This is an optimization exercise on Yosys and OpenROAD, whose aim is small area, a short achievable clock period and few clock cycles per item, not a production implementation. The RTL was checked by simulation tests, not by an equivalence proof against the original design.

==> flow/design.v (outline; a module is shown in full before it is edited, if it fits) <==
// module svm_cordic_rom: 139 lines
// module svm_emul: 416 lines
// module svm_sqsum: 556 lines
// module svm_ecorr: 953 lines
// module svm_mac: 436 lines
// module svm_axi_wrapper: 285 lines
module svm_axi_wrapper #(
    parameter WIDTH     = 16,
    parameter N_FEATURES = 4,
    parameter N_SV      = 31,
    parameter C_S_AXIS_TDATA_WIDTH = 32,
    parameter C_M_AXIS_TDATA_WIDTH = 32
)(
    input  wire axi_clk,
    input  wire axi_reset_n,
    input  wire [C_S_AXIS_TDATA_WIDTH-1:0] s_axis_tdata,
    input  wire                            s_axis_tvalid,
    output wire                            s_axis_tready,
    input  wire                            s_axis_tlast,
    output wire [C_M_AXIS_TDATA_WIDTH-1:0] m_axis_tdata,
    output reg                             m_axis_tvalid,
    input  wire                            m_axis_tready,
    output reg                             m_axis_tlast
);
  // ...
==> flow/run.sh <==
#!/bin/bash
# synth_recipe.tcl (not shown) runs the flow's synth.tcl, then flattens the netlist and writes it again
# the make line also repeats each setting of config.mk as NAME=value (left out here)
make -C /OpenROAD-flow-scripts/flow DESIGN_CONFIG=/design/flow/config.mk WORK_HOME=/design/flow/orfs CLKGATE_MAP_FILE= SYNTH_SCRIPT=/design/flow/synth_recipe.tcl finish
==> flow/config.mk <==
export PLATFORM = sky130hd
export DESIGN_NAME = svm_axi_wrapper
export DESIGN_NICKNAME = svm_axi_wrapper
export VERILOG_FILES = /design/flow/design.v
export SDC_FILE = /design/flow/constraint.sdc
export NUM_CORES = 4
export LEC_CHECK = 0
export ABC_AREA = 1
export CAP_MARGIN = 20
export CORE_MARGIN = 2
export CORE_UTILIZATION = 60
export PLACE_DENSITY = 0.75
export SETUP_SLACK_MARGIN = 3.0
export SLEW_MARGIN = 20
==> flow/constraint.sdc <==
create_clock -name core_clock -period 12.0 [get_ports {axi_clk}]
set_input_delay 2.4000 -clock core_clock [delete_from_list [all_inputs] [get_ports {axi_clk}]]
set_output_delay 2.4000 -clock core_clock [all_outputs]
set_load 0.01 [all_outputs]
==> impl_metrics.env, run 1 <==
export IMPL_outcome="complete, no violations"
export IMPL_fin_util_pct=64.8
export IMPL_crit_fanout=4
export IMPL_seq_share_pct=25.1
export IMPL_synth_top_cell_area_share_pct=22.6
export IMPL_yosys_top_cells_area="edfxtp_1, fa_1, ha_1, inv_1, nand2_1"
export IMPL_synth_simple_area_share_pct=16.9
export IMPL_root_buffer="clkbuf_16"
export IMPL_min_to="A3[11]$_DFFE_PP_"
export IMPL_cp_num_cells=52
export IMPL_yosysUniqueCellTypes=74
export IMPL_synth_top_family_by_area="adder cells"
export IMPL_worst_setup_path_end_kind="flop"
export IMPL_finalMaxSlewViolations=0
export IMPL_inv_count=1359
export IMPL_h_tree_depth=2
export IMPL_tns_ps=0
export IMPL_crit_path_start_kind="flop"
export IMPL_critPathKind="reg2reg"
export IMPL_crit_path_start="Xs[2]$_DFFE_PP_"
export IMPL_first_iter_violations=4207
export IMPL_rows=110
export IMPL_hold_start="A2[11]$_DFFE_PP_"
export IMPL_final_area_mm2=0.0583
export IMPL_rsz0062_at_grt="true"
export IMPL_dominant_cells="multi-input combinational cells"
export IMPL_clkbuf_count=69
export IMPL_die_y_um=305
export IMPL_stdcell_count=7720
export IMPL_grt_max_degree=66
export IMPL_wire_per_inst_um=21.6
export IMPL_critPathCapture="K[6]$_SDFFCE_PP0P_"
export IMPL_synthMuxAreaShare_pct=0.0738
export IMPL_post_cts_buffers=7
export IMPL_gp_congestion=1.02
export IMPL_synth_compound_area_share_pct=9.73
Testbench counts, summed over its fixed seeds: cycles 24,912, samples 256.
==> module svm_axi_wrapper, before the edit <==
module svm_axi_wrapper #(
    parameter WIDTH     = 16,
    parameter N_FEATURES = 4,
    parameter N_SV      = 31,
    parameter C_S_AXIS_TDATA_WIDTH = 32,
    parameter C_M_AXIS_TDATA_WIDTH = 32
)(
    input  wire axi_clk,
    input  wire axi_reset_n,
    input  wire [C_S_AXIS_TDATA_WIDTH-1:0] s_axis_tdata,
    input  wire                            s_axis_tvalid,
    output wire                            s_axis_tready,
    input  wire                            s_axis_tlast,
    output wire [C_M_AXIS_TDATA_WIDTH-1:0] m_axis_tdata,
    output reg                             m_axis_tvalid,
    input  wire                            m_axis_tready,
    output reg                             m_axis_tlast
);
    wire rst = ~axi_reset_n;
    reg        in_hdr;       
    reg  [1:0] wp;           
    reg  [4:0] svi;          
    reg        tl_acc;       
    reg        s_rdy;
    assign s_axis_tready = s_rdy;
    wire hs = s_axis_tvalid & s_rdy;
    wire at_last  = ~in_hdr & (wp == 2'd2) & (svi == 5'd30);
    wire pre_last = ~in_hdr & (wp == 2'd1) & (svi == 5'd30);
    reg signed [15:0] x0, x1, x2, x3;
    reg signed [15:0] rho0, rho1, rho2;
    reg [31:0] A1, A2;
    reg [31:0] A3;
    reg [4:0]  T1, T2, T3;   
    reg        tl1, tl2, tl3;  
    reg [31:0] W;            
    reg        wv;           
    reg        wsec;         
    reg        dv, zgo, z2, c1, c2, c3, ek, m0, m1, vt;
    wire [1:0] grp = (svi < 5'd7) ? 2'd0 : (svi < 5'd20) ? 2'd1 : 2'd2;
    wire       mv_next;
    always @(posedge axi_clk) begin
        if (rst) begin
            in_hdr <= 1'b1;
            wp     <= 2'd0;
            svi    <= 5'd0;
            tl_acc <= 1'b0;
            wv     <= 1'b0;
            zgo    <= 1'b0;
        end else begin
            wv  <= 1'b0;
            zgo <= 1'b0;
            if (hs) begin
                if (in_hdr) begin
                    wp <= wp + 2'd1;
                    if (wp == 2'd3) begin
                        in_hdr <= 1'b0;
                        wp     <= 2'd0;
                        svi    <= 5'd0;
                    end
                    tl_acc <= tl_acc | s_axis_tlast;
                end else begin
                    if (wp == 2'd2) begin
                        wp  <= 2'd0;
                        zgo <= 1'b1;
                        if (svi == 5'd30) begin
                            in_hdr <= 1'b1;
                            tl_acc <= 1'b0;
                        end else begin
                            svi    <= svi + 5'd1;
                            tl_acc <= tl_acc | s_axis_tlast;
                        end
                    end else begin
                        wp     <= wp + 2'd1;
                        wv     <= 1'b1;
                        tl_acc <= tl_acc | s_axis_tlast;
                    end
                end
            end
        end
    end
    wire [15:0] xsel_lo = wp[0] ? x2 : x0;
    wire [15:0] xsel_hi = wp[0] ? x3 : x1;
    wire [15:0] d_lo = xsel_lo - s_axis_tdata[15:0];
    wire [15:0] d_hi = xsel_hi - s_axis_tdata[31:16];
    always @(posedge axi_clk) begin
        if (hs) begin
            if (in_hdr) begin
                case (wp)
                    2'd0: begin x0 <= s_axis_tdata[15:0]; x1 <= s_axis_tdata[31:16]; end
                    2'd1: begin x2 <= s_axis_tdata[15:0]; x3 <= s_axis_tdata[31:16]; end
                    2'd2: begin rho0 <= s_axis_tdata[15:0]; rho1 <= s_axis_tdata[31:16]; end
                    default: rho2 <= s_axis_tdata[15:0];
                endcase
            end else if (wp == 2'd2) begin
                A1  <= s_axis_tdata;
                T1  <= {svi == 5'd30, svi == 5'd7, svi == 5'd0, grp};
                tl1 <= tl_acc | s_axis_tlast;
            end
        end
    end
    always @(posedge axi_clk) begin
        W    <= {d_hi, d_lo};
        wsec <= wp[0];
    end
    wire last_next = hs ? pre_last : at_last;
    always @(posedge axi_clk) begin
        if (rst) s_rdy <= 1'b1;
        else     s_rdy <= ~(last_next & mv_next);
    end
    reg  [31:0] Q;
    wire [31:0] qsum;
    svm_sqsum u_sq (.a(W[15:0]), .b(W[31:16]), .c(wsec ? Q : 32'd0), .y(qsum));
    always @(posedge axi_clk) begin
        if (wv) Q <= qsum;
    end
    wire        zsat = ~Q[31] & (Q[30:14] > 17'd4352);
    wire [15:0] zt   = Q[29:14];
    wire        zmin = (zt == 16'h8000);
    wire        zlo  = zsat | ($signed(zt) >= 16'sd4608) | zmin;
    wire        zhi  = ~zsat & ($signed(zt) < -16'sd4560) & ~zmin;
    wire               s0 = zt[15] | (zt == 16'd0);
    wire signed [17:0] p1 = {zt[14:0], 3'b000} + (s0 ? 18'sd17999 : -18'sd18001);
    wire               s1 = p1[17];
    wire signed [17:0] p2 = p1 + (s1 ? 18'sd8369 : -18'sd8369);
    wire               s2 = p2[17];
    wire signed [17:0] p3 = p2 + (s2 ? 18'sd4118 : -18'sd4118);
    reg  [17:0] Zp;
    reg  [2:0]  Zs3;
    reg         Zlo1, Zhi1;
    always @(posedge axi_clk) begin
        if (dv) begin
            Zp   <= p3;
            Zs3  <= {s0, s1, s2};
            Zlo1 <= zlo;
            Zhi1 <= zhi;
        end
    end
    wire               s3 = Zp[17];
    wire signed [17:0] p4 = Zp + (s3 ? 18'sd2051 : -18'sd2051);
    wire               s4 = p4[17];
    wire signed [17:0] zu = ~p4 + (s4 ? -18'sd4 : 18'sd4098);
    wire        u_neg = zu[17];
    wire        u_big = ~zu[17] & (zu[16:12] != 5'd0);
    wire [7:0]  stop  = u_neg ? 8'h00 : u_big ? 8'hff : zu[11:4];
    wire [3:0]  u4    = zu[3:0];
    reg  [2:0]  stail;
    always @(*) begin
        if (u_neg)           stail = 3'b000;
        else if (u_big)      stail = 3'b111;
        else if (u4 < 4'd3)  stail = 3'b001;
        else if (u4 < 4'd7)  stail = 3'b010;
        else if (u4 < 4'd11) stail = 3'b101;
        else if (u4 < 4'd15) stail = 3'b110;
        else                 stail = 3'b111;
    end
    wire [14:0] rx;
    wire [15:0] ry;
    svm_cordic_rom u_rom (.s({Zs3, s3, s4, stop[7:6]}), .rx(rx), .ry(ry));
    reg  [8:0]  Zs;          
    reg         Zlo, Zhi;
    reg  [14:0] RX;
    reg  [15:0] RY;
    always @(posedge axi_clk) begin
        RX <= rx;
        RY <= ry;
        if (z2) begin
            Zs  <= {stop[5:0], stail};
            Zlo <= Zlo1;
            Zhi <= Zhi1;
        end
    end
    reg [14:0]        XX;
    reg signed [15:0] YY;
    reg               Xlo, Xhi;
    reg [2:0]         Xs;        
    wire [14:0]        xi0 = c1 ? RX : XX;
    wire signed [15:0] yi0 = c1 ? RY : YY;
    function [30:0] citer;
        input [14:0]        xi;
        input signed [15:0] yi;
        input               sg;
        input [3:0]         sh;
        reg   [14:0]        xs;
        reg   signed [15:0] ys;
        begin
            xs = xi >> sh;
            ys = yi >>> sh;
            if (sg) citer = {xi + ys[14:0], yi + {1'b0, xs}};
            else    citer = {xi - ys[14:0], yi - {1'b0, xs}};
        end
    endfunction
    wire [3:0] sh0 = c1 ? 4'd7 : c2 ? 4'd9  : 4'd11;
    wire [3:0] sh1 = c1 ? 4'd8 : c2 ? 4'd10 : 4'd12;
    wire g0 = c1 ? Zs[8] : c2 ? Zs[6] : Zs[4];
    wire g1 = c1 ? Zs[7] : c2 ? Zs[5] : Zs[3];
    wire [30:0] it0 = citer(xi0, yi0, g0, sh0);
    wire [30:0] it1 = citer(it0[30:16], it0[15:0], g1, sh1);
    always @(posedge axi_clk) begin
        XX <= it1[30:16];
        YY <= it1[15:0];
        if (c3) begin
            Xlo <= Zlo;
            Xhi <= Zhi;
            Xs  <= Zs[2:0];
        end
    end
    wire [5:0] ec;
    svm_ecorr u_ecorr (.x(XX), .y(YY), .s13(Xs[2]), .s14(Xs[1]), .s15(Xs[0]), .ec(ec));
    wire [30:0] eprod;
    svm_emul u_emul (.x(XX), .y(YY), .c(ec), .p(eprod));
    reg [13:0] K;
    always @(posedge axi_clk) begin
        if (ek) K <= Xlo ? 14'd0 : Xhi ? 14'h30ee : eprod[30:17];
    end
    always @(posedge axi_clk) begin
        if (rst) begin
            dv <= 1'b0; z2 <= 1'b0;
            c1 <= 1'b0; c2 <= 1'b0; c3 <= 1'b0; ek <= 1'b0;
            m0 <= 1'b0; m1 <= 1'b0; vt <= 1'b0;
        end else begin
            dv <= wv & wsec;
            z2 <= zgo;
            c1 <= z2;
            c2 <= c1;
            c3 <= c2;
            ek <= c3;
            m0 <= ek;
            m1 <= m0;
            vt <= m1 & T3[4];
        end
    end
    always @(posedge axi_clk) begin
        if (c1) begin
            A2  <= A1;
            T2  <= T1;
            tl2 <= tl1;
        end
        if (ek) begin
            A3  <= A2;
            T3  <= T2;
            tl3 <= tl2;
        end
    end
    reg [31:0] acc01, acc02, acc12;
    wire [4:0]  tg    = T3;
    wire [15:0] ma    = m0 ? A3[15:0] : A3[31:16];
    wire sel01 = m0 & (tg[1:0] != 2'd2);
    wire sel12 = m1 & (tg[1:0] != 2'd0);
    wire sel02 = ~sel01 & ~sel12;
    wire init  = tg[2] | (m1 & tg[3]);
    wire signed [15:0] rsel = sel01 ? rho0 : sel02 ? rho1 : rho2;
    wire [31:0] accsel = sel01 ? acc01 : sel02 ? acc02 : acc12;
    wire [31:0] opa = init ? {~{{4{rsel[15]}}, rsel}, 12'hfff} : accsel;
    wire [31:0] asum;
    svm_mac u_mac (.a(ma), .k(K), .c(opa), .ci(init), .y(asum));
    always @(posedge axi_clk) begin
        if (m0 | m1) begin
            if (sel01) acc01 <= asum;
            if (sel02) acc02 <= asum;
            if (sel12) acc12 <= asum;
        end
    end
    reg  [1:0] cls;
    wire p01 = ~acc01[31] & (|acc01[30:0]);
    wire p02 = ~acc02[31] & (|acc02[30:0]);
    wire p12 = ~acc12[31] & (|acc12[30:0]);
    wire [1:0] v0 = {1'b0, p01} + {1'b0, p02};
    wire [1:0] v1 = {1'b0, ~p01} + {1'b0, p12};
    wire [1:0] v2 = {1'b0, ~p02} + {1'b0, ~p12};
    wire [1:0] vcls = (v0 >= v1 && v0 >= v2) ? 2'd0 :
                      (v1 >= v0 && v1 >= v2) ? 2'd1 : 2'd2;
    assign mv_next = vt | (m_axis_tvalid & ~m_axis_tready);
    always @(posedge axi_clk) begin
        if (rst) begin
            m_axis_tvalid <= 1'b0;
        end else begin
            m_axis_tvalid <= mv_next;
        end
        if (vt) begin
            cls          <= vcls;
            m_axis_tlast <= tl3;
        end
    end
    assign m_axis_tdata = {30'd0, cls};
endmodule
==> inputs of run 2 (changes only) <==
--- a/flow/design.v
+++ b/flow/design.v
@@ -133,429 +133,202 @@
             7'd125: begin rx = 15'd26071; ry = 16'h4f36; end
             7'd126: begin rx = 15'd26717; ry = 16'h5270; end
             7'd127: begin rx = 15'd27389; ry = 16'h55bc; end
             default: begin rx = 15'd0; ry = 16'h0000; end
         endcase
     end
 endmodule
 module svm_emul (
-    input  wire [14:0] x,
-    input  wire [15:0] y,
+    input  wire [16:0] s,
     input  wire [5:0]  c,
     output wire [30:0] p
 );
-    wire t0 = x[0] ^ y[0];
-    wire t1 = x[0] & y[0];
-    wire t2 = x[1] ^ y[1];
-    wire t3 = x[1] & y[1];
-    wire t4 = x[2] ^ y[2];
-    wire t5 = x[2] & y[2];
-    wire t6 = x[3] ^ y[3];
-    wire t7 = x[3] & y[3];
-    wire t8 = x[4] ^ y[4];
-    wire t9 = x[4] & y[4];
-    wire t10 = x[5] ^ y[5];
-    wire t11 = x[5] & y[5];
-    wire t12 = x[6] ^ y[6];
-    wire t13 = x[6] & y[6];
-    wire t14 = x[7] ^ y[7];
-    wire t15 = x[7] & y[7];
-    wire t16 = x[8] ^ y[8];
-    wire t17 = x[8] & y[8];
-    wire t18 = x[9] ^ y[9];
-    wire t19 = x[9] & y[9];
-    wire t20 = x[0] ^ y[0] ^ x[2];
-    wire t21 = (x[0] & y[0]) | (x[0] & x[2]) | (y[0] & x[2]);
-    wire t22 = t0 ^ x[1] ^ y[1];
-    wire t23 = (t0 & x[1]) | (t0 & y[1]) | (x[1] & y[1]);
-    wire t24 = x[3] ^ y[3] ^ x[5];
-    wire t25 = (x[3] & y[3]) | (x[3] & x[5]) | (y[3] & x[5]);
-    wire t26 = t1 ^ t2 ^ x[2];
-    wire t27 = (t1 & t2) | (t1 & x[2]) | (t2 & x[2]);
-    wire t28 = y[2] ^ x[4] ^ y[4];
-    wire t29 = (y[2] & x[4]) | (y[2] & y[4]) | (x[4] & y[4]);
-    wire t30 = x[6] ^ y[6];
-    wire t31 = x[6] & y[6];
-    wire t32 = t3 ^ t4 ^ x[3];
-    wire t33 = (t3 & t4) | (t3 & x[3]) | (t4 & x[3]);
-    wire t34 = y[3] ^ x[5] ^ y[5];
-    wire t35 = (y[3] & x[5]) | (y[3] & y[5]) | (x[5] & y[5]);
-    wire t36 = x[7] ^ y[7] ^ 1'b1;
-    wire t37 = (x[7] & y[7]) | (x[7] & 1'b1) | (y[7] & 1'b1);
-    wire t38 = t5 ^ t6 ^ x[4];
-    wire t39 = (t5 & t6) | (t5 & x[4]) | (t6 & x[4]);
-    wire t40 = y[4] ^ x[6] ^ y[6];
-    wire t41 = (y[4] & x[6]) | (y[4] & y[6]) | (x[6] & y[6]);
-    wire t42 = x[8] ^ y[8] ^ 1'b1;
-    wire t43 = (x[8] & y[8]) | (x[8] & 1'b1) | (y[8] & 1'b1);
-    wire t44 = t7 ^ t8 ^ x[5];
-    wire t45 = (t7 & t8) | (t7 & x[5]) | (t8 & x[5]);
-    wire t46 = y[5] ^ x[7] ^ y[7];
-    wire t47 = (y[5] & x[7]) | (y[5] & y[7]) | (x[7] & y[7]);
-    wire t48 = x[9] ^ y[9] ^ 1'b1;
-    wire t49 = (x[9] & y[9]) | (x[9] & 1'b1) | (y[9] & 1'b1);
-    wire t50 = t9 ^ t10 ^ x[6];
-    wire t51 = (t9 & t10) | (t9 & x[6]) | (t10 & x[6]);
-    wire t52 = y[6] ^ x[8] ^ y[8];
-    wire t53 = (y[6] & x[8]) | (y[6] & y[8]) | (x[8] & y[8]);
-    wire t54 = x[10] ^ y[10] ^ 1'b1;
-    wire t55 = (x[10] & y[10]) | (x[10] & 1'b1) | (y[10] & 1'b1);
-    wire t56 = t11 ^ t12 ^ x[7];
-    wire t57 = (t11 & t12) | (t11 & x[7]) | (t12 & x[7]);
-    wire t58 = y[7] ^ x[9] ^ y[9];
-    wire t59 = (y[7] & x[9]) | (y[7] & y[9]) | (x[9] & y[9]);
-    wire t60 = x[11] ^ y[11] ^ 1'b1;
-    wire t61 = (x[11] & y[11]) | (x[11] & 1'b1) | (y[11] & 1'b1);
-    wire t62 = t13 ^ t14 ^ x[8];
-    wire t63 = (t13 & t14) | (t13 & x[8]) | (t14 & x[8]);
-    wire t64 = y[8] ^ x[10] ^ y[10];
-    wire t65 = (y[8] & x[10]) | (y[8] & y[10]) | (x[10] & y[10]);
-    wire t66 = x[12] ^ y[12] ^ 1'b1;
-    wire t67 = (x[12] & y[12]) | (x[12] & 1'b1) | (y[12] & 1'b1);
-    wire t68 = t15 ^ t16 ^ x[9];
-    wire t69 = (t15 & t16) | (t15 & x[9]) | (t16 & x[9]);
-    wire t70 = y[9] ^ x[11] ^ y[11];
-    wire t71 = (y[9] & x[11]) | (y[9] & y[11]) | (x[11] & y[11]);
-    wire t72 = x[13] ^ y[13] ^ 1'b1;
-    wire t73 = (x[13] & y[13]) | (x[13] & 1'b1) | (y[13] & 1'b1);
-    wire t74 = t17 ^ t18 ^ x[10];
-    wire t75 = (t17 & t18) | (t17 & x[10]) | (t18 & x[10]);
-    wire t76 = y[10] ^ x[12] ^ y[12];
-    wire t77 = (y[10] & x[12]) | (y[10] & y[12]) | (x[12] & y[12]);
-    wire t78 = x[14] ^ y[14] ^ 1'b1;
-    wire t79 = (x[14] & y[14]) | (x[14] & 1'b1) | (y[14] & 1'b1);
-    wire t80 = t19 ^ x[10] ^ y[10];
-    wire t81 = (t19 & x[10]) | (t19 & y[10]) | (x[10] & y[10]);
-    wire t82 = x[11] ^ y[11] ^ x[13];
-    wire t83 = (x[11] & y[11]) | (x[11] & x[13]) | (y[11] & x[13]);
-    wire t84 = y[13] ^ ~y[15];
-    wire t85 = y[13] & ~y[15];
-    wire t86 = x[11] ^ y[11] ^ x[12];
-    wire t87 = (x[11] & y[11]) | (x[11] & x[12]) | (y[11] & x[12]);
-    wire t88 = y[12] ^ x[14] ^ y[14];
-    wire t89 = (y[12] & x[14]) | (y[12] & y[14]) | (x[14] & y[14]);
-    wire t90 = x[12] ^ y[12];
-    wire t91 = x[12] & y[12];
-    wire t92 = x[0] ^ y[0] ^ x[2];
-    wire t93 = (x[0] & y[0]) | (x[0] & x[2]) | (y[0] & x[2]);
-    wire t94 = x[1] ^ y[1] ^ x[3];
-    wire t95 = (x[1] & y[1]) | (x[1] & x[3]) | (y[1] & x[3]);
-    wire t96 = y[3] ^ ~x[12];
-    wire t97 = y[3] & ~x[12];
-    wire t98 = t20 ^ y[2] ^ x[4];
-    wire t99 = (t20 & y[2]) | (t20 & x[4]) | (y[2] & x[4]);
-    wire t100 = y[4] ^ ~x[13] ^ ~y[13];
-    wire t101 = (y[4] & ~x[13]) | (y[4] & ~y[13]) | (~x[13] & ~y[13]);
-    wire t102 = t21 ^ t22 ^ t24;
-    wire t103 = (t21 & t22) | (t21 & t24) | (t22 & t24);
-    wire t104 = y[5] ^ ~x[14] ^ ~y[14];
-    wire t105 = (y[5] & ~x[14]) | (y[5] & ~y[14]) | (~x[14] & ~y[14]);
-    wire t106 = t23 ^ t25 ^ t26;
-    wire t107 = (t23 & t25) | (t23 & t26) | (t25 & t26);
-    wire t108 = t28 ^ t30 ^ y[15];
-    wire t109 = (t28 & t30) | (t28 & y[15]) | (t30 & y[15]);
-    wire t110 = t27 ^ t29 ^ t31;
-    wire t111 = (t27 & t29) | (t27 & t31) | (t29 & t31);
-    wire t112 = t32 ^ t34 ^ t36;
-    wire t113 = (t32 & t34) | (t32 & t36) | (t34 & t36);
-    wire t114 = t33 ^ t35 ^ t37;
-    wire t115 = (t33 & t35) | (t33 & t37) | (t35 & t37);
-    wire t116 = t38 ^ t40 ^ t42;
-    wire t117 = (t38 & t40) | (t38 & t42) | (t40 & t42);
-    wire t118 = t39 ^ t41 ^ t43;
-    wire t119 = (t39 & t41) | (t39 & t43) | (t41 & t43);
-    wire t120 = t44 ^ t46 ^ t48;
-    wire t121 = (t44 & t46) | (t44 & t48) | (t46 & t48);
-    wire t122 = t45 ^ t47 ^ t49;
-    wire t123 = (t45 & t47) | (t45 & t49) | (t47 & t49);
-    wire t124 = t50 ^ t52 ^ t54;
-    wire t125 = (t50 & t52) | (t50 & t54) | (t52 & t54);
-    wire t126 = t51 ^ t53 ^ t55;
-    wire t127 = (t51 & t53) | (t51 & t55) | (t53 & t55);
-    wire t128 = t56 ^ t58 ^ t60;
-    wire t129 = (t56 & t58) | (t56 & t60) | (t58 & t60);
-    wire t130 = t57 ^ t59 ^ t61;
-    wire t131 = (t57 & t59) | (t57 & t61) | (t59 & t61);
-    wire t132 = t62 ^ t64 ^ t66;
-    wire t133 = (t62 & t64) | (t62 & t66) | (t64 & t66);
-    wire t134 = t63 ^ t65 ^ t67;
-    wire t135 = (t63 & t65) | (t63 & t67) | (t65 & t67);
-    wire t136 = t68 ^ t70 ^ t72;
-    wire t137 = (t68 & t70) | (t68 & t72) | (t70 & t72);
-    wire t138 = t69 ^ t71 ^ t73;
-    wire t139 = (t69 & t71) | (t69 & t73) | (t71 & t73);
-    wire t140 = t74 ^ t76 ^ t78;
-    wire t141 = (t74 & t76) | (t74 & t78) | (t76 & t78);
-    wire t142 = t75 ^ t77 ^ t79;
-    wire t143 = (t75 & t77) | (t75 & t79) | (t77 & t79);
-    wire t144 = t80 ^ t82 ^ t84;
-    wire t145 = (t80 & t82) | (t80 & t84) | (t82 & t84);
-    wire t146 = t81 ^ t83 ^ t85;
-    wire t147 = (t81 & t83) | (t81 & t85) | (t83 & t85);
-    wire t148 = t86 ^ t88 ^ 1'b1;
-    wire t149 = (t86 & t88) | (t86 & 1'b1) | (t88 & 1'b1);
-    wire t150 = t87 ^ t89 ^ t90;
-    wire t151 = (t87 & t89) | (t87 & t90) | (t89 & t90);
-    wire t152 = x[13] ^ y[13] ^ ~y[15];
-    wire t153 = (x[13] & y[13]) | (x[13] & ~y[15]) | (y[13] & ~y[15]);
-    wire t154 = t91 ^ x[13] ^ y[13];
-    wire t155 = (t91 & x[13]) | (t91 & y[13]) | (x[13] & y[13]);
-    wire t156 = x[14] ^ y[14] ^ 1'b1;
-    wire t157 = (x[14] & y[14]) | (x[14] & 1'b1) | (y[14] & 1'b1);
-    wire t158 = x[14] ^ y[14];
-    wire t159 = x[14] & y[14];
-    wire t160 = x[0] ^ y[0];
-    wire t161 = x[0] & y[0];
-    wire t162 = x[1] ^ y[1] ^ ~x[10];
-    wire t163 = (x[1] & y[1]) | (x[1] & ~x[10]) | (y[1] & ~x[10]);
-    wire t164 = t92 ^ y[2] ^ ~x[11];
-    wire t165 = (t92 & y[2]) | (t92 & ~x[11]) | (y[2] & ~x[11]);
-    wire t166 = t93 ^ t94 ^ t96;
-    wire t167 = (t93 & t94) | (t93 & t96) | (t94 & t96);
-    wire t168 = t95 ^ t97 ^ t98;
-    wire t169 = (t95 & t97) | (t95 & t98) | (t97 & t98);
-    wire t170 = t99 ^ t101 ^ t102;
-    wire t171 = (t99 & t101) | (t99 & t102) | (t101 & t102);
-    wire t172 = t103 ^ t105 ^ t106;
-    wire t173 = (t103 & t105) | (t103 & t106) | (t105 & t106);
-    wire t174 = t107 ^ t109 ^ t110;
-    wire t175 = (t107 & t109) | (t107 & t110) | (t109 & t110);
-    wire t176 = t111 ^ t113 ^ t114;
-    wire t177 = (t111 & t113) | (t111 & t114) | (t113 & t114);
-    wire t178 = t115 ^ t117 ^ t118;
-    wire t179 = (t115 & t117) | (t115 & t118) | (t117 & t118);
-    wire t180 = t119 ^ t121 ^ t122;
-    wire t181 = (t119 & t121) | (t119 & t122) | (t121 & t122);
-    wire t182 = t123 ^ t125 ^ t126;
-    wire t183 = (t123 & t125) | (t123 & t126) | (t125 & t126);
-    wire t184 = t127 ^ t129 ^ t130;
-    wire t185 = (t127 & t129) | (t127 & t130) | (t129 & t130);
-    wire t186 = t131 ^ t133 ^ t134;
-    wire t187 = (t131 & t133) | (t131 & t134) | (t133 & t134);
-    wire t188 = t135 ^ t137 ^ t138;
-    wire t189 = (t135 & t137) | (t135 & t138) | (t137 & t138);
-    wire t190 = t139 ^ t141 ^ t142;
-    wire t191 = (t139 & t141) | (t139 & t142) | (t141 & t142);
-    wire t192 = t143 ^ t145 ^ t146;
-    wire t193 = (t143 & t145) | (t143 & t146) | (t145 & t146);
-    wire t194 = t147 ^ t149 ^ t150;
-    wire t195 = (t147 & t149) | (t147 & t150) | (t149 & t150);
-    wire t196 = t151 ^ t153 ^ t154;
-    wire t197 = (t151 & t153) | (t151 & t154) | (t153 & t154);
-    wire t198 = t155 ^ t157 ^ t158;
-    wire t199 = (t155 & t157) | (t155 & t158) | (t157 & t158);
-    wire t200 = ~x[1] ^ ~y[1];
-    wire t201 = ~x[1] & ~y[1];
-    wire t202 = ~x[2] ^ ~y[2];
-    wire t203 = ~x[2] & ~y[2];
-    wire t204 = ~x[3] ^ ~y[3];
-    wire t205 = ~x[3] & ~y[3];
-    wire t206 = ~x[4] ^ ~y[4];
-    wire t207 = ~x[4] & ~y[4];
-    wire t208 = ~x[5] ^ ~y[5];
-    wire t209 = ~x[5] & ~y[5];
-    wire t210 = ~x[6] ^ ~y[6];
-    wire t211 = ~x[6] & ~y[6];
-    wire t212 = ~x[7] ^ ~y[7];
-    wire t213 = ~x[7] & ~y[7];
-    wire t214 = ~x[8] ^ ~y[8];
-    wire t215 = ~x[8] & ~y[8];
-    wire t216 = t160 ^ ~x[9] ^ ~y[9];
-    wire t217 = (t160 & ~x[9]) | (t160 & ~y[9]) | (~x[9] & ~y[9]);
-    wire t218 = t161 ^ t162 ^ ~y[10];
-    wire t219 = (t161 & t162) | (t161 & ~y[10]) | (t162 & ~y[10]);
-    wire t220 = t163 ^ t164 ^ ~y[11];
-    wire t221 = (t163 & t164) | (t163 & ~y[11]) | (t164 & ~y[11]);
-    wire t222 = t165 ^ t166 ^ ~y[12];
-    wire t223 = (t165 & t166) | (t165 & ~y[12]) | (t166 & ~y[12]);
-    wire t224 = t167 ^ t168 ^ t100;
-    wire t225 = (t167 & t168) | (t167 & t100) | (t168 & t100);
-    wire t226 = t169 ^ t170 ^ t104;
-    wire t227 = (t169 & t170) | (t169 & t104) | (t170 & t104);
-    wire t228 = t171 ^ t172 ^ t108;
-    wire t229 = (t171 & t172) | (t171 & t108) | (t172 & t108);
-    wire t230 = t173 ^ t174 ^ t112;
-    wire t231 = (t173 & t174) | (t173 & t112) | (t174 & t112);
-    wire t232 = t175 ^ t176 ^ t116;
-    wire t233 = (t175 & t176) | (t175 & t116) | (t176 & t116);
-    wire t234 = t177 ^ t178 ^ t120;
-    wire t235 = (t177 & t178) | (t177 & t120) | (t178 & t120);
-    wire t236 = t179 ^ t180 ^ t124;
-    wire t237 = (t179 & t180) | (t179 & t124) | (t180 & t124);
-    wire t238 = t181 ^ t182 ^ t128;
-    wire t239 = (t181 & t182) | (t181 & t128) | (t182 & t128);
-    wire t240 = t183 ^ t184 ^ t132;
-    wire t241 = (t183 & t184) | (t183 & t132) | (t184 & t132);
-    wire t242 = t185 ^ t186 ^ t136;
-    wire t243 = (t185 & t186) | (t185 & t136) | (t186 & t136);
-    wire t244 = t187 ^ t188 ^ t140;
-    wire t245 = (t187 & t188) | (t187 & t140) | (t188 & t140);
-    wire t246 = t189 ^ t190 ^ t144;
-    wire t247 = (t189 & t190) | (t189 & t144) | (t190 & t144);
-    wire t248 = t191 ^ t192 ^ t148;
-    wire t249 = (t191 & t192) | (t191 & t148) | (t192 & t148);
-    wire t250 = t193 ^ t194 ^ t152;
-    wire t251 = (t193 & t194) | (t193 & t152) | (t194 & t152);
-    wire t252 = t195 ^ t196 ^ t156;
-    wire t253 = (t195 & t196) | (t195 & t156) | (t196 & t156);
-    wire t254 = t197 ^ t198 ^ ~y[15];
-    wire t255 = (t197 & t198) | (t197 & ~y[15]) | (t198 & ~y[15]);
-    wire t256 = t199 ^ t159 ^ ~y[15];
-    wire t257 = (t199 & t159) | (t199 & ~y[15]) | (t159 & ~y[15]);
-    wire t258 = t219 ^ t220;
-    wire t259 = t219 & t220;
-    wire t260 = t221 ^ t222 ^ c[1];
-    wire t261 = (t221 & t222) | (t221 & c[1]) | (t222 & c[1]);
-    wire t262 = t223 ^ t224 ^ c[0];
-    wire t263 = (t223 & t224) | (t223 & c[0]) | (t224 & c[0]);
-    wire t264 = c[2] ^ c[4];
-    wire t265 = c[2] & c[4];
-    wire t266 = t225 ^ t226 ^ c[0];
-    wire t267 = (t225 & t226) | (t225 & c[0]) | (t226 & c[0]);
-    wire t268 = c[1] ^ c[3] ^ ~c[5];
-    wire t269 = (c[1] & c[3]) | (c[1] & ~c[5]) | (c[3] & ~c[5]);
-    wire t270 = t227 ^ t228 ^ c[1];
-    wire t271 = (t227 & t228) | (t227 & c[1]) | (t228 & c[1]);
-    wire t272 = c[2] ^ c[4] ^ 1'b1;
-    wire t273 = (c[2] & c[4]) | (c[2] & 1'b1) | (c[4] & 1'b1);
-    wire t274 = t229 ^ t230 ^ c[2];
-    wire t275 = (t229 & t230) | (t229 & c[2]) | (t230 & c[2]);
-    wire t276 = c[3] ^ ~c[5];
-    wire t277 = c[3] & ~c[5];
-    wire t278 = t231 ^ t232 ^ c[3];
-    wire t279 = (t231 & t232) | (t231 & c[3]) | (t232 & c[3]);
-    wire t280 = c[4] ^ 1'b1;
-    wire t281 = c[4] & 1'b1;
-    wire t282 = t233 ^ t234 ^ c[4];
-    wire t283 = (t233 & t234) | (t233 & c[4]) | (t234 & c[4]);
-    wire t284 = ~x[0] ^ ~y[0];
-    wire t285 = ~x[0] & ~y[0];
-    wire t286 = t200 ^ 1'b1;
-    wire t287 = t200 & 1'b1;
-    wire t288 = t201 ^ t202;
-    wire t289 = t201 & t202;
-    wire t290 = t203 ^ t204;
-    wire t291 = t203 & t204;
-    wire t292 = t205 ^ t206;
-    wire t293 = t205 & t206;
-    wire t294 = t207 ^ t208 ^ c[5];
-    wire t295 = (t207 & t208) | (t207 & c[5]) | (t208 & c[5]);
-    wire t296 = t209 ^ t210;
-    wire t297 = t209 & t210;
-    wire t298 = t211 ^ t212;
-    wire t299 = t211 & t212;
-    wire t300 = t213 ^ t214;
-    wire t301 = t213 & t214;
-    wire t302 = t215 ^ t216 ^ c[0];
-    wire t303 = (t215 & t216) | (t215 & c[0]) | (t216 & c[0]);
-    wire t304 = t217 ^ t218 ^ c[1];
-    wire t305 = (t217 & t218) | (t217 & c[1]) | (t218 & c[1]);
-    wire t306 = t258 ^ c[0] ^ c[2];
-    wire t307 = (t258 & c[0]) | (t258 & c[2]) | (c[0] & c[2]);
-    wire t308 = t259 ^ t260 ^ c[3];
-    wire t309 = (t259 & t260) | (t259 & c[3]) | (t260 & c[3]);
-    wire t310 = t261 ^ t262 ^ t264;
-    wire t311 = (t261 & t262) | (t261 & t264) | (t262 & t264);
-    wire t312 = t263 ^ t265 ^ t266;
-    wire t313 = (t263 & t265) | (t263 & t266) | (t265 & t266);
-    wire t314 = t267 ^ t269 ^ t270;
-    wire t315 = (t267 & t269) | (t267 & t270) | (t269 & t270);
-    wire t316 = t271 ^ t273 ^ t274;
-    wire t317 = (t271 & t273) | (t271 & t274) | (t273 & t274);
-    wire t318 = t275 ^ t277 ^ t278;
-    wire t319 = (t275 & t277) | (t275 & t278) | (t277 & t278);
-    wire t320 = t279 ^ t281 ^ t282;
-    wire t321 = (t279 & t281) | (t279 & t282) | (t281 & t282);
-    wire t322 = t283 ^ t235 ^ t236;
-    wire t323 = (t283 & t235) | (t283 & t236) | (t235 & t236);
-    wire t324 = t237 ^ t238;
-    wire t325 = t237 & t238;
-    wire t326 = t239 ^ t240;
-    wire t327 = t239 & t240;
-    wire t328 = t241 ^ t242;
-    wire t329 = t241 & t242;
-    wire t330 = t243 ^ t244;
-    wire t331 = t243 & t244;
-    wire t332 = t245 ^ t246;
-    wire t333 = t245 & t246;
-    wire t334 = t247 ^ t248;
-    wire t335 = t247 & t248;
-    wire t336 = t249 ^ t250;
-    wire t337 = t249 & t250;
-    wire t338 = t251 ^ t252;
-    wire t339 = t251 & t252;
-    wire t340 = t253 ^ t254;
-    wire t341 = t253 & t254;
-    wire t342 = t255 ^ t256;
-    wire t343 = t255 & t256;
-    wire t344 = t257 ^ 1'b1;
-    wire t345 = t284 ^ ~c[0];
-    wire t346 = t284 & ~c[0];
-    wire t347 = t285 ^ t286 ^ ~c[1];
-    wire t348 = (t285 & t286) | (t285 & ~c[1]) | (t286 & ~c[1]);
-    wire t349 = t287 ^ t288 ^ ~c[2];
-    wire t350 = (t287 & t288) | (t287 & ~c[2]) | (t288 & ~c[2]);
-    wire t351 = t289 ^ t290 ^ ~c[3];
-    wire t352 = (t289 & t290) | (t289 & ~c[3]) | (t290 & ~c[3]);
-    wire t353 = t291 ^ t292 ^ ~c[4];
-    wire t354 = (t291 & t292) | (t291 & ~c[4]) | (t292 & ~c[4]);
-    wire t355 = t293 ^ t294 ^ 1'b1;
-    wire t356 = (t293 & t294) | (t293 & 1'b1) | (t294 & 1'b1);
-    wire t357 = t295 ^ t296 ^ 1'b1;
-    wire t358 = (t295 & t296) | (t295 & 1'b1) | (t296 & 1'b1);
-    wire t359 = t297 ^ t298 ^ 1'b1;
-    wire t360 = (t297 & t298) | (t297 & 1'b1) | (t298 & 1'b1);
-    wire t361 = t299 ^ t300 ^ 1'b1;
-    wire t362 = (t299 & t300) | (t299 & 1'b1) | (t300 & 1'b1);
-    wire t363 = t301 ^ t302 ^ 1'b1;
-    wire t364 = (t301 & t302) | (t301 & 1'b1) | (t302 & 1'b1);
-    wire t365 = t303 ^ t304 ^ 1'b1;
-    wire t366 = (t303 & t304) | (t303 & 1'b1) | (t304 & 1'b1);
-    wire t367 = t305 ^ t306 ^ 1'b1;
-    wire t368 = (t305 & t306) | (t305 & 1'b1) | (t306 & 1'b1);
-    wire t369 = t307 ^ t308 ^ 1'b1;
-    wire t370 = (t307 & t308) | (t307 & 1'b1) | (t308 & 1'b1);
-    wire t371 = t309 ^ t310 ^ 1'b1;
-    wire t372 = (t309 & t310) | (t309 & 1'b1) | (t310 & 1'b1);
-    wire t373 = t311 ^ t312 ^ t268;
-    wire t374 = (t311 & t312) | (t311 & t268) | (t312 & t268);
-    wire t375 = t313 ^ t314 ^ t272;
-    wire t376 = (t313 & t314) | (t313 & t272) | (t314 & t272);
-    wire t377 = t315 ^ t316 ^ t276;
-    wire t378 = (t315 & t316) | (t315 & t276) | (t316 & t276);
-    wire t379 = t317 ^ t318 ^ t280;
-    wire t380 = (t317 & t318) | (t317 & t280) | (t318 & t280);
-    wire t381 = t319 ^ t320 ^ ~c[5];
-    wire t382 = (t319 & t320) | (t319 & ~c[5]) | (t320 & ~c[5]);
-    wire t383 = t321 ^ t322 ^ ~c[5];
-    wire t384 = (t321 & t322) | (t321 & ~c[5]) | (t322 & ~c[5]);
-    wire t385 = t323 ^ t324 ^ 1'b1;
-    wire t386 = (t323 & t324) | (t323 & 1'b1) | (t324 & 1'b1);
-    wire t387 = t325 ^ t326 ^ 1'b1;
-    wire t388 = (t325 & t326) | (t325 & 1'b1) | (t326 & 1'b1);
-    wire t389 = t327 ^ t328 ^ 1'b1;
-    wire t390 = (t327 & t328) | (t327 & 1'b1) | (t328 & 1'b1);
-    wire t391 = t329 ^ t330 ^ 1'b1;
-    wire t392 = (t329 & t330) | (t329 & 1'b1) | (t330 & 1'b1);
-    wire t393 = t331 ^ t332 ^ 1'b1;
-    wire t394 = (t331 & t332) | (t331 & 1'b1) | (t332 & 1'b1);
-    wire t395 = t333 ^ t334 ^ 1'b1;
-    wire t396 = (t333 & t334) | (t333 & 1'b1) | (t334 & 1'b1);
-    wire t397 = t335 ^ t336 ^ 1'b1;
-    wire t398 = (t335 & t336) | (t335 & 1'b1) | (t336 & 1'b1);
-    wire t399 = t337 ^ t338 ^ 1'b1;
-    wire t400 = (t337 & t338) | (t337 & 1'b1) | (t338 & 1'b1);
-    wire t401 = t339 ^ t340 ^ 1'b1;
-    wire t402 = (t339 & t340) | (t339 & 1'b1) | (t340 & 1'b1);
-    wire t403 = t341 ^ t342 ^ 1'b1;
-    wire t404 = (t341 & t342) | (t341 & 1'b1) | (t342 & 1'b1);
-    wire t405 = t343 ^ t344 ^ 1'b1;
-    wire [30:0] r0 = {t404, t402, t400, t398, t396, t394, t392, t390, t388, t386, t384, t382, t380, t378, t376, t374, t372, t370, t368, t366, t364, t362, t360, t358, t356, t354, t352, t350, t348, t346, t345};
-    wire [30:0] r1 = {t405, t403, t401, t399, t397, t395, t393, t391, t389, t387, t385, t383, t381, t379, t377, t375, t373, t371, t369, t367, t365, t363, t361, t359, t357, t355, t353, t351, t349, t347, 1'b1};
+    wire t0 = s[0] ^ s[2] ^ s[4];
+    wire t1 = (s[0] & s[2]) | (s[0] & s[4]) | (s[2] & s[4]);
+    wire t2 = s[0] ^ s[1] ^ s[3];
+    wire t3 = (s[0] & s[1]) | (s[0] & s[3]) | (s[1] & s[3]);
+    wire t4 = s[5] ^ ~s[14] ^ c[0];
+    wire t5 = (s[5] & ~s[14]) | (s[5] & c[0]) | (~s[14] & c[0]);
+    wire t6 = s[1] ^ s[2] ^ s[4];
+    wire t7 = (s[1] & s[2]) | (s[1] & s[4]) | (s[2] & s[4]);
+    wire t8 = s[6] ^ ~s[15] ^ c[1];
+    wire t9 = (s[6] & ~s[15]) | (s[6] & c[1]) | (~s[15] & c[1]);
+    wire t10 = c[2] ^ c[4];
+    wire t11 = c[2] & c[4];
+    wire t12 = s[2] ^ s[3] ^ s[5];
+    wire t13 = (s[2] & s[3]) | (s[2] & s[5]) | (s[3] & s[5]);
+    wire t14 = s[7] ^ s[16] ^ c[2];
+    wire t15 = (s[7] & s[16]) | (s[7] & c[2]) | (s[16] & c[2]);
+    wire t16 = c[3] ^ ~c[5] ^ 1'b1;
+    wire t17 = (c[3] & ~c[5]) | (c[3] & 1'b1) | (~c[5] & 1'b1);
+    wire t18 = s[3] ^ s[4] ^ s[6];
+    wire t19 = (s[3] & s[4]) | (s[3] & s[6]) | (s[4] & s[6]);
+    wire t20 = s[8] ^ c[3];
+    wire t21 = s[8] & c[3];
+    wire t22 = s[4] ^ s[5] ^ s[7];
+    wire t23 = (s[4] & s[5]) | (s[4] & s[7]) | (s[5] & s[7]);
+    wire t24 = s[0] ^ s[2] ^ ~s[11];
+    wire t25 = (s[0] & s[2]) | (s[0] & ~s[11]) | (s[2] & ~s[11]);
+    wire t26 = s[1] ^ s[3] ^ ~s[12];
+    wire t27 = (s[1] & s[3]) | (s[1] & ~s[12]) | (s[3] & ~s[12]);
+    wire t28 = c[1] ^ c[3];
+    wire t29 = c[1] & c[3];
+    wire t30 = t0 ^ ~s[13] ^ c[0];
+    wire t31 = (t0 & ~s[13]) | (t0 & c[0]) | (~s[13] & c[0]);
+    wire t32 = c[2] ^ c[4] ^ 1'b1;
+    wire t33 = (c[2] & c[4]) | (c[2] & 1'b1) | (c[4] & 1'b1);
+    wire t34 = t1 ^ t2 ^ t4;
+    wire t35 = (t1 & t2) | (t1 & t4) | (t2 & t4);
+    wire t36 = c[1] ^ c[3] ^ ~c[5];
+    wire t37 = (c[1] & c[3]) | (c[1] & ~c[5]) | (c[3] & ~c[5]);
+    wire t38 = t3 ^ t5 ^ t6;
+    wire t39 = (t3 & t5) | (t3 & t6) | (t5 & t6);
+    wire t40 = t8 ^ t10 ^ 1'b1;
+    wire t41 = (t8 & t10) | (t8 & 1'b1) | (t10 & 1'b1);
+    wire t42 = t7 ^ t9 ^ t11;
+    wire t43 = (t7 & t9) | (t7 & t11) | (t9 & t11);
+    wire t44 = t12 ^ t14 ^ t16;
+    wire t45 = (t12 & t14) | (t12 & t16) | (t14 & t16);
+    wire t46 = t13 ^ t15 ^ t17;
+    wire t47 = (t13 & t15) | (t13 & t17) | (t15 & t17);
+    wire t48 = t18 ^ t20 ^ c[4];
+    wire t49 = (t18 & t20) | (t18 & c[4]) | (t20 & c[4]);
+    wire t50 = t19 ^ t21 ^ t22;
+    wire t51 = (t19 & t21) | (t19 & t22) | (t21 & t22);
+    wire t52 = s[9] ^ c[4] ^ ~c[5];
+    wire t53 = (s[9] & c[4]) | (s[9] & ~c[5]) | (c[4] & ~c[5]);
+    wire t54 = t23 ^ s[5] ^ s[6];
+    wire t55 = (t23 & s[5]) | (t23 & s[6]) | (s[5] & s[6]);
+    wire t56 = s[8] ^ s[10] ^ ~c[5];
+    wire t57 = (s[8] & s[10]) | (s[8] & ~c[5]) | (s[10] & ~c[5]);
+    wire t58 = s[6] ^ s[7] ^ s[9];
+    wire t59 = (s[6] & s[7]) | (s[6] & s[9]) | (s[7] & s[9]);
+    wire t60 = s[11] ^ 1'b1;
+    wire t61 = s[11] & 1'b1;
+    wire t62 = s[7] ^ s[8] ^ s[10];
+    wire t63 = (s[7] & s[8]) | (s[7] & s[10]) | (s[8] & s[10]);
+    wire t64 = s[12] ^ 1'b1;
+    wire t65 = s[12] & 1'b1;
+    wire t66 = s[8] ^ s[9] ^ s[11];
+    wire t67 = (s[8] & s[9]) | (s[8] & s[11]) | (s[9] & s[11]);
+    wire t68 = s[13] ^ 1'b1;
+    wire t69 = s[13] & 1'b1;
+    wire t70 = s[9] ^ s[10] ^ s[12];
+    wire t71 = (s[9] & s[10]) | (s[9] & s[12]) | (s[10] & s[12]);
+    wire t72 = s[14] ^ 1'b1;
+    wire t73 = s[14] & 1'b1;
+    wire t74 = s[10] ^ s[11] ^ s[13];
+    wire t75 = (s[10] & s[11]) | (s[10] & s[13]) | (s[11] & s[13]);
+    wire t76 = s[15] ^ 1'b1;
+    wire t77 = s[15] & 1'b1;
+    wire t78 = s[11] ^ s[12] ^ s[14];
+    wire t79 = (s[11] & s[12]) | (s[11] & s[14]) | (s[12] & s[14]);
+    wire t80 = s[12] ^ s[13];
+    wire t81 = s[12] & s[13];
+    wire t82 = s[0] ^ ~s[9];
+    wire t83 = s[0] & ~s[9];
+    wire t84 = s[1] ^ ~s[10] ^ c[1];
+    wire t85 = (s[1] & ~s[10]) | (s[1] & c[1]) | (~s[10] & c[1]);
+    wire t86 = t24 ^ c[0] ^ c[2];
+    wire t87 = (t24 & c[0]) | (t24 & c[2]) | (c[0] & c[2]);
+    wire t88 = t25 ^ t26 ^ t28;
+    wire t89 = (t25 & t26) | (t25 & t28) | (t26 & t28);
+    wire t90 = t27 ^ t29 ^ t30;
+    wire t91 = (t27 & t29) | (t27 & t30) | (t29 & t30);
+    wire t92 = t31 ^ t33 ^ t34;
+    wire t93 = (t31 & t33) | (t31 & t34) | (t33 & t34);
+    wire t94 = t35 ^ t37 ^ t38;
+    wire t95 = (t35 & t37) | (t35 & t38) | (t37 & t38);
+    wire t96 = t39 ^ t41 ^ t42;
+    wire t97 = (t39 & t41) | (t39 & t42) | (t41 & t42);
+    wire t98 = t43 ^ t45 ^ t46;
+    wire t99 = (t43 & t45) | (t43 & t46) | (t45 & t46);
+    wire t100 = t47 ^ t49 ^ t50;
+    wire t101 = (t47 & t49) | (t47 & t50) | (t49 & t50);
+    wire t102 = t51 ^ t53 ^ t54;
+    wire t103 = (t51 & t53) | (t51 & t54) | (t53 & t54);
+    wire t104 = t55 ^ t57 ^ t58;
+    wire t105 = (t55 & t57) | (t55 & t58) | (t57 & t58);
+    wire t106 = t59 ^ t61 ^ t62;
+    wire t107 = (t59 & t61) | (t59 & t62) | (t61 & t62);
+    wire t108 = t63 ^ t65 ^ t66;
+    wire t109 = (t63 & t65) | (t63 & t66) | (t65 & t66);
+    wire t110 = t67 ^ t69 ^ t70;
+    wire t111 = (t67 & t69) | (t67 & t70) | (t69 & t70);
+    wire t112 = t71 ^ t73 ^ t74;
+    wire t113 = (t71 & t73) | (t71 & t74) | (t73 & t74);
+    wire t114 = t75 ^ t77 ^ t78;
+    wire t115 = (t75 & t77) | (t75 & t78) | (t77 & t78);
+    wire t116 = t79 ^ t80 ^ s[15];
+    wire t117 = (t79 & t80) | (t79 & s[15]) | (t80 & s[15]);
+    wire t118 = t81 ^ s[13] ^ s[14];
+    wire t119 = (t81 & s[13]) | (t81 & s[14]) | (s[13] & s[14]);
+    wire t120 = s[14] ^ s[15];
+    wire t121 = s[14] & s[15];
+    wire t122 = ~s[1] ^ ~c[1];
+    wire t123 = ~s[1] & ~c[1];
+    wire t124 = ~s[2] ^ ~c[2];
+    wire t125 = ~s[2] & ~c[2];
+    wire t126 = ~s[3] ^ ~c[3];
+    wire t127 = ~s[3] & ~c[3];
+    wire t128 = ~s[4] ^ ~c[4];
+    wire t129 = ~s[4] & ~c[4];
+    wire t130 = ~s[5] ^ c[5] ^ 1'b1;
+    wire t131 = (~s[5] & c[5]) | (~s[5] & 1'b1) | (c[5] & 1'b1);
+    wire t132 = ~s[6] ^ 1'b1;
+    wire t133 = ~s[6] & 1'b1;
+    wire t134 = ~s[7] ^ 1'b1;
+    wire t135 = ~s[7] & 1'b1;
+    wire t136 = ~s[8] ^ 1'b1;
+    wire t137 = ~s[8] & 1'b1;
+    wire t138 = t82 ^ c[0] ^ 1'b1;
+    wire t139 = (t82 & c[0]) | (t82 & 1'b1) | (c[0] & 1'b1);
+    wire t140 = t83 ^ t84 ^ 1'b1;
+    wire t141 = (t83 & t84) | (t83 & 1'b1) | (t84 & 1'b1);
+    wire t142 = t85 ^ t86 ^ 1'b1;
+    wire t143 = (t85 & t86) | (t85 & 1'b1) | (t86 & 1'b1);
+    wire t144 = t87 ^ t88 ^ 1'b1;
+    wire t145 = (t87 & t88) | (t87 & 1'b1) | (t88 & 1'b1);
+    wire t146 = t89 ^ t90 ^ t32;
+    wire t147 = (t89 & t90) | (t89 & t32) | (t90 & t32);
+    wire t148 = t91 ^ t92 ^ t36;
+    wire t149 = (t91 & t92) | (t91 & t36) | (t92 & t36);
+    wire t150 = t93 ^ t94 ^ t40;
+    wire t151 = (t93 & t94) | (t93 & t40) | (t94 & t40);
+    wire t152 = t95 ^ t96 ^ t44;
+    wire t153 = (t95 & t96) | (t95 & t44) | (t96 & t44);
+    wire t154 = t97 ^ t98 ^ t48;
+    wire t155 = (t97 & t98) | (t97 & t48) | (t98 & t48);
+    wire t156 = t99 ^ t100 ^ t52;
+    wire t157 = (t99 & t100) | (t99 & t52) | (t100 & t52);
+    wire t158 = t101 ^ t102 ^ t56;
+    wire t159 = (t101 & t102) | (t101 & t56) | (t102 & t56);
+    wire t160 = t103 ^ t104 ^ t60;
+    wire t161 = (t103 & t104) | (t103 & t60) | (t104 & t60);
+    wire t162 = t105 ^ t106 ^ t64;
+    wire t163 = (t105 & t106) | (t105 & t64) | (t106 & t64);
+    wire t164 = t107 ^ t108 ^ t68;
+    wire t165 = (t107 & t108) | (t107 & t68) | (t108 & t68);
+    wire t166 = t109 ^ t110 ^ t72;
+    wire t167 = (t109 & t110) | (t109 & t72) | (t110 & t72);
+    wire t168 = t111 ^ t112 ^ t76;
+    wire t169 = (t111 & t112) | (t111 & t76) | (t112 & t76);
+    wire t170 = t113 ^ t114 ^ ~s[16];
+    wire t171 = (t113 & t114) | (t113 & ~s[16]) | (t114 & ~s[16]);
+    wire t172 = t115 ^ t116 ^ 1'b1;
+    wire t173 = (t115 & t116) | (t115 & 1'b1) | (t116 & 1'b1);
+    wire t174 = t117 ^ t118 ^ ~s[16];
+    wire t175 = (t117 & t118) | (t117 & ~s[16]) | (t118 & ~s[16]);
+    wire t176 = t119 ^ t120 ^ 1'b1;
+    wire t177 = (t119 & t120) | (t119 & 1'b1) | (t120 & 1'b1);
+    wire t178 = t121 ^ s[15] ^ ~s[16];
+    wire t179 = (t121 & s[15]) | (t121 & ~s[16]) | (s[15] & ~s[16]);
+    wire [30:0] r0 = {t179, t177, t175, t173, t171, t169, t167, t165, t163, t161, t159, t157, t155, t153, t151, t149, t147, t145, t143, t141, t139, t137, t135, t133, t131, t129, t127, t125, t123, t122, ~s[0]};
+    wire [30:0] r1 = {~s[16], t178, t176, t174, t172, t170, t168, t166, t164, t162, t160, t158, t156, t154, t152, t150, t148, t146, t144, t142, t140, t138, t136, t134, t132, t130, t128, t126, t124, 1'b1, ~c[0]};
     assign p = r0 + r1;
 endmodule
 module svm_sqsum (
     input  wire [15:0] a,
     input  wire [15:0] b,
     input  wire [31:0] c,
     output wire [31:0] y
 );
@@ -2531,17 +2304,17 @@
     reg signed [15:0] rho0, rho1, rho2;
     reg [31:0] A1, A2;
     reg [31:0] A3;
     reg [4:0]  T1, T2, T3;   
     reg        tl1, tl2, tl3;  
     reg [31:0] W;            
     reg        wv;           
     reg        wsec;         
-    reg        dv, zgo, z2, c1, c2, c3, ek, m0, m1, vt;
+    reg        dv, zgo, z2, c1, c2, c3, ek, ek2, m0, m1, vt;
     wire [1:0] grp = (svi < 5'd7) ? 2'd0 : (svi < 5'd20) ? 2'd1 : 2'd2;
     wire       mv_next;
     always @(posedge axi_clk) begin
         if (rst) begin
             in_hdr <= 1'b1;
             wp     <= 2'd0;
             svi    <= 5'd0;
             tl_acc <= 1'b0;
@@ -2702,35 +2475,42 @@
         if (c3) begin
             Xlo <= Zlo;
             Xhi <= Zhi;
             Xs  <= Zs[2:0];
         end
     end
     wire [5:0] ec;
     svm_ecorr u_ecorr (.x(XX), .y(YY), .s13(Xs[2]), .s14(Xs[1]), .s15(Xs[0]), .ec(ec));
+    reg [16:0] ES;
+    reg [5:0]  EC;
+    always @(posedge axi_clk) begin
+        ES <= {2'b00, XX} + {YY[15], YY};
+        EC <= ec;
+    end
     wire [30:0] eprod;
-    svm_emul u_emul (.x(XX), .y(YY), .c(ec), .p(eprod));
+    svm_emul u_emul (.s(ES), .c(EC), .p(eprod));
     reg [13:0] K;
     always @(posedge axi_clk) begin
-        if (ek) K <= Xlo ? 14'd0 : Xhi ? 14'h30ee : eprod[30:17];
+        if (ek2) K <= Xlo ? 14'd0 : Xhi ? 14'h30ee : eprod[30:17];
     end
     always @(posedge axi_clk) begin
         if (rst) begin
             dv <= 1'b0; z2 <= 1'b0;
-            c1 <= 1'b0; c2 <= 1'b0; c3 <= 1'b0; ek <= 1'b0;
+            c1 <= 1'b0; c2 <= 1'b0; c3 <= 1'b0; ek <= 1'b0; ek2 <= 1'b0;
             m0 <= 1'b0; m1 <= 1'b0; vt <= 1'b0;
         end else begin
             dv <= wv & wsec;
             z2 <= zgo;
             c1 <= z2;
             c2 <= c1;
             c3 <= c2;
             ek <= c3;
-            m0 <= ek;
+            ek2 <= ek;
+            m0 <= ek2;
             m1 <= m0;
             vt <= m1 & T3[4];
         end
     end
     always @(posedge axi_clk) begin
         if (c1) begin
             A2  <= A1;
             T2  <= T1;
==> flow/config.mk (replaced) <==
export PLATFORM = sky130hd
export DESIGN_NAME = svm_axi_wrapper
export DESIGN_NICKNAME = svm_axi_wrapper
export VERILOG_FILES = /design/flow/design.v
export SDC_FILE = /design/flow/constraint.sdc
export NUM_CORES = 4
export LEC_CHECK = 0
export ABC_AREA = 1
export CAP_MARGIN = 20
export CORE_MARGIN = 2
export CORE_UTILIZATION = 40
export SETUP_SLACK_MARGIN = 4.0
export SLEW_MARGIN = 20
==> run 2 against run 1 <==
Against the previous run:
- first-iteration DRC count is 14% lower
- non-clock buffer count is 2 lower
- synthesized cell count is 1.0% lower
- register-to-register slack better by 970 ps
- critical endpoint is now Q[31]$_DFFE_PP_
==> impl_metrics.env, run 2 <==
export IMPL_outcome="complete, no violations"
export IMPL_syn_inst=6415
export IMPL_worstRegToRegCells=25
export IMPL_netlist_area_mm2=0.0530
export IMPL_antenna_found_initial=6
export IMPL_drv_cap=0
export IMPL_period_minus_slack_ps=7500
export IMPL_first_global_vias=43400
export IMPL_synth_compound_area_share_pct=10.1
export IMPL_nets=7376
export IMPL_dr_pass1_iters=6
export IMPL_top_layer="met4"
export IMPL_synth_top_family_by_area="adder cells"
export IMPL_synth_seq_area_share_pct=28.4
export IMPL_portBuffers=41
export IMPL_r2r_end="Q[31]$_DFFE_PP_"
export IMPL_cts_tree="yes"
export IMPL_grt_first_pass_wirelength_mm=245
export IMPL_dr_total_vias=43000
export IMPL_cts_buffers=59
export IMPL_via_per_inst=5.22
export IMPL_area_delta_synth_final_pct=8.74
export IMPL_ant_nets=0
export IMPL_synth_xor_area_share_pct=4.23
export IMPL_die_y_um=368
export IMPL_die_area_mm2=0.136
export IMPL_cp_data_required_time_ps=12430
export IMPL_worst_setup_path_end_kind="flop"
export IMPL_fin_worst_skew_ps=54.6
export IMPL_clock_sinks=549
export IMPL_synth_seq_cells=549
export IMPL_rsz0062_at_grt="true"
export IMPL_yosys_top_cells_area="edfxtp_1, fa_1, ha_1, inv_1, nand2_1"
export IMPL_setup_viol=0
export IMPL_yosysMostFrequentCell="inv_1"
export IMPL_slew_headroom_pct=38.4
export IMPL_grtUsageTotal_pct=23.0
export IMPL_whs_path_depth=0
export IMPL_cp_data_arrival_time_ps=7940
export IMPL_critPathMostFrequentCell="inv_1"
export IMPL_hold_path_class="reg2reg"
export IMPL_r2r_start="W[15]$_DFF_P_"
export IMPL_core_region_area_mm2=0.131
export IMPL_routed_wl_mm=156
export IMPL_io_pins=72
export IMPL_crit_path_start_kind="flop"
export IMPL_hold_viol_final=0
export IMPL_drc_errors=0
export IMPL_critPathTopFamily="adder cells"
export IMPL_rrSetupSlack_ps=4500
export IMPL_dpl_hpwl_mm=121
export IMPL_h_tree_depth=2
export IMPL_synth_common_cells="inv_1, nand2_1, nor2_1"
export IMPL_final_common_cell="inv_1"
export IMPL_critPathSlowestCell="dfxtp_1"
export IMPL_fin_util_pct=43.9
export IMPL_gp_congestion=0.964
export IMPL_finalMaxSlewViolations=0
export IMPL_diodes=0
export IMPL_finalCritPeriodShare_pct=62.5
export IMPL_synthMuxAreaShare_pct=0.0378
export IMPL_critPathBufInv=7
export IMPL_min_to="A2[2]$_DFFE_PP_"
export IMPL_yosysWarnings=3
export IMPL_wl_met1_mm=66.9
export IMPL_layout_common_cells="inv_1, nand2_1, nor2_1"
export IMPL_worstMarginPinSlew_ps=924
export IMPL_grt_max_degree=66
export IMPL_synth_ff_type="edfxtp_1"
export IMPL_clk_pin_slew_worst_paths_ps=70
export IMPL_dr_wl_met2_mm=74.2
export IMPL_wire_per_inst_um=19.0
export IMPL_tns_ps=0
export IMPL_synth_simple_area_share_pct=17.9
export IMPL_die_w_um=368
export IMPL_rows=133
export IMPL_synth_top_cell_area_share_pct=23.1
export IMPL_synth_fa_ha_area_share_pct=28.6
export IMPL_async_flop_share_pct=0
export IMPL_yosysUniqueCellTypes=71
export IMPL_wl_met3_mm=9.59
export IMPL_timing_hold_ws_ps=377
export IMPL_root_buffer="clkbuf_16"
export IMPL_fmax_mhz=133
export IMPL_cpPeakStageDelay_ps=890
export IMPL_synth_edff_count=408
export IMPL_critPathKind="reg2reg"
export IMPL_drive_gt1_share_pct=4.68
export IMPL_clk_path_buf_depth=3
export IMPL_initial_utilization_pct=40.3
export IMPL_grt_overflow_total=0
export IMPL_hold_start="A1[2]$_DFFE_PP_"
export IMPL_syn_area_per_cell_um2=8.27
export IMPL_synth_area_leader_cell="edfxtp_1"
export IMPL_first_iter_violations=3627
export IMPL_crit_fanout=16
export IMPL_clkLatencyLatePin_ps=680
[run 2: cell count changes after synthesis, sizes merged, moves of 6 or more]
| cell | before | now |
|---|---|---|
| xor2 | 180 | 186 |
| fa | 558 | 496 |
| inv | 1347 | 1260 |
| nand4 | 32 | 45 |
| o221ai | 22 | 10 |
| xnor2 | 76 | 70 |
| a21boi | 11 | 18 |
| nand2 | 1160 | 1194 |
| nor2 | 638 | 656 |
| ha | 454 | 419 |
| or2 | 28 | 35 |
| a21oi | 392 | 415 |
| dfxtp | 117 | 141 |
[run 2: metrics by stage]
stage          setup slack (ps)  cells  instance area, um2
6_report                   4500   8230               57700
5_1_grt                    3960   8230               57700
4_1_cts                    4080   8212               57400
3_5_place_dp               3690   8099               55300
3_3_place_gp               3780   8099               55300
2_1_floorplan              4930   6444               53100
[run 2: how the worst max path moves through the flow]
stage,endpoint,cells after the start,from
floorplan,YY[15]$_DFF_P_,46,c1$_SDFF_PN0_
global placement,Zp[14]$_DFFE_PP_,42,Q[14]$_DFFE_PP_
detailed placement,Zp[14]$_DFFE_PP_,42,Q[14]$_DFFE_PP_
CTS,Zp[14]$_DFFE_PP_,42,Q[14]$_DFFE_PP_
global route,Zp[14]$_DFFE_PP_,42,Q[14]$_DFFE_PP_
finish,Q[31]$_DFFE_PP_,25,W[15]$_DFF_P_
[run 2: cell families (layout without fill, tap and decap cells)]
kind of cell / after synthesis / after routing
XOR/XNOR: 256 / 256
adder cells (fa/ha/maj): 915 / 915
AND/OR/NAND/NOR: 2282 / 2282
AO/OA/AOI/OAI: 944 / 945
flip-flops: 549 / 549
multiplexers: 2 / 2
other: 1 / 30
buffers and inverters: 1466 / 1496
[run 2: cell type report]
type / count / area, um2
clock inverter: 39 / 591
multi-input combinational: 4430 / 32500
fill: 13200 / 73800
tap: 1755 / 2200
sequential: 549 / 15100
clock buffer: 73 / 1570
inverter: 1273 / 4800
timing repair buffer: 111 / 980
[run 2: repair_timing]
item | CTS | global route
gates cloned | 0 | 1
setup buffers | 1 | 16
setup endpoints to repair | 12 | 45
resized for setup | 3 | 19
pin swaps | 0 | 1
hold buffers | 0 | 0
[run 2: routing by layer]
metal | up-vias | GRT usage (%)
li1 | 20400 | -
met4 | 0 | 7.92
met3 | 325 | 2.85
met2 | 1412 | 38.5
met1 | 20900 | 30.5
met5 | - | 0
Testbench counts of run 2, summed over its fixed seeds: cycles 24,920, samples 256.

[afterwards: timing with drivers on the ports]
In the flow no input, the clock included, has a driving cell. The finished layouts below were timed again as built, in two steps.
Step 1 assumes that a clkbuf_16 drives the clock port and a buf_2 every other input.
Step 2 moves the port delays by t, midway between the first and last clock arrival at a register: inputs arrive t later, outputs are due t later. That takes back most of the time a late clock gives input paths.
Slacks: ideal / step 1 / step 2; pairs: ideal / step 1.
run	t, ns	setup slack, ns	worst hold slack (ns)	cell pins on the clock port's net
run 1	0.705	3.528 / 3.528 / 3.528	0.379 / 0.379 / 0.379	1
run 2	0.725	4.498 / 4.498 / 4.498	0.377 / 0.377 / 0.377	1
After both steps setup and hold are still met in every run listed.
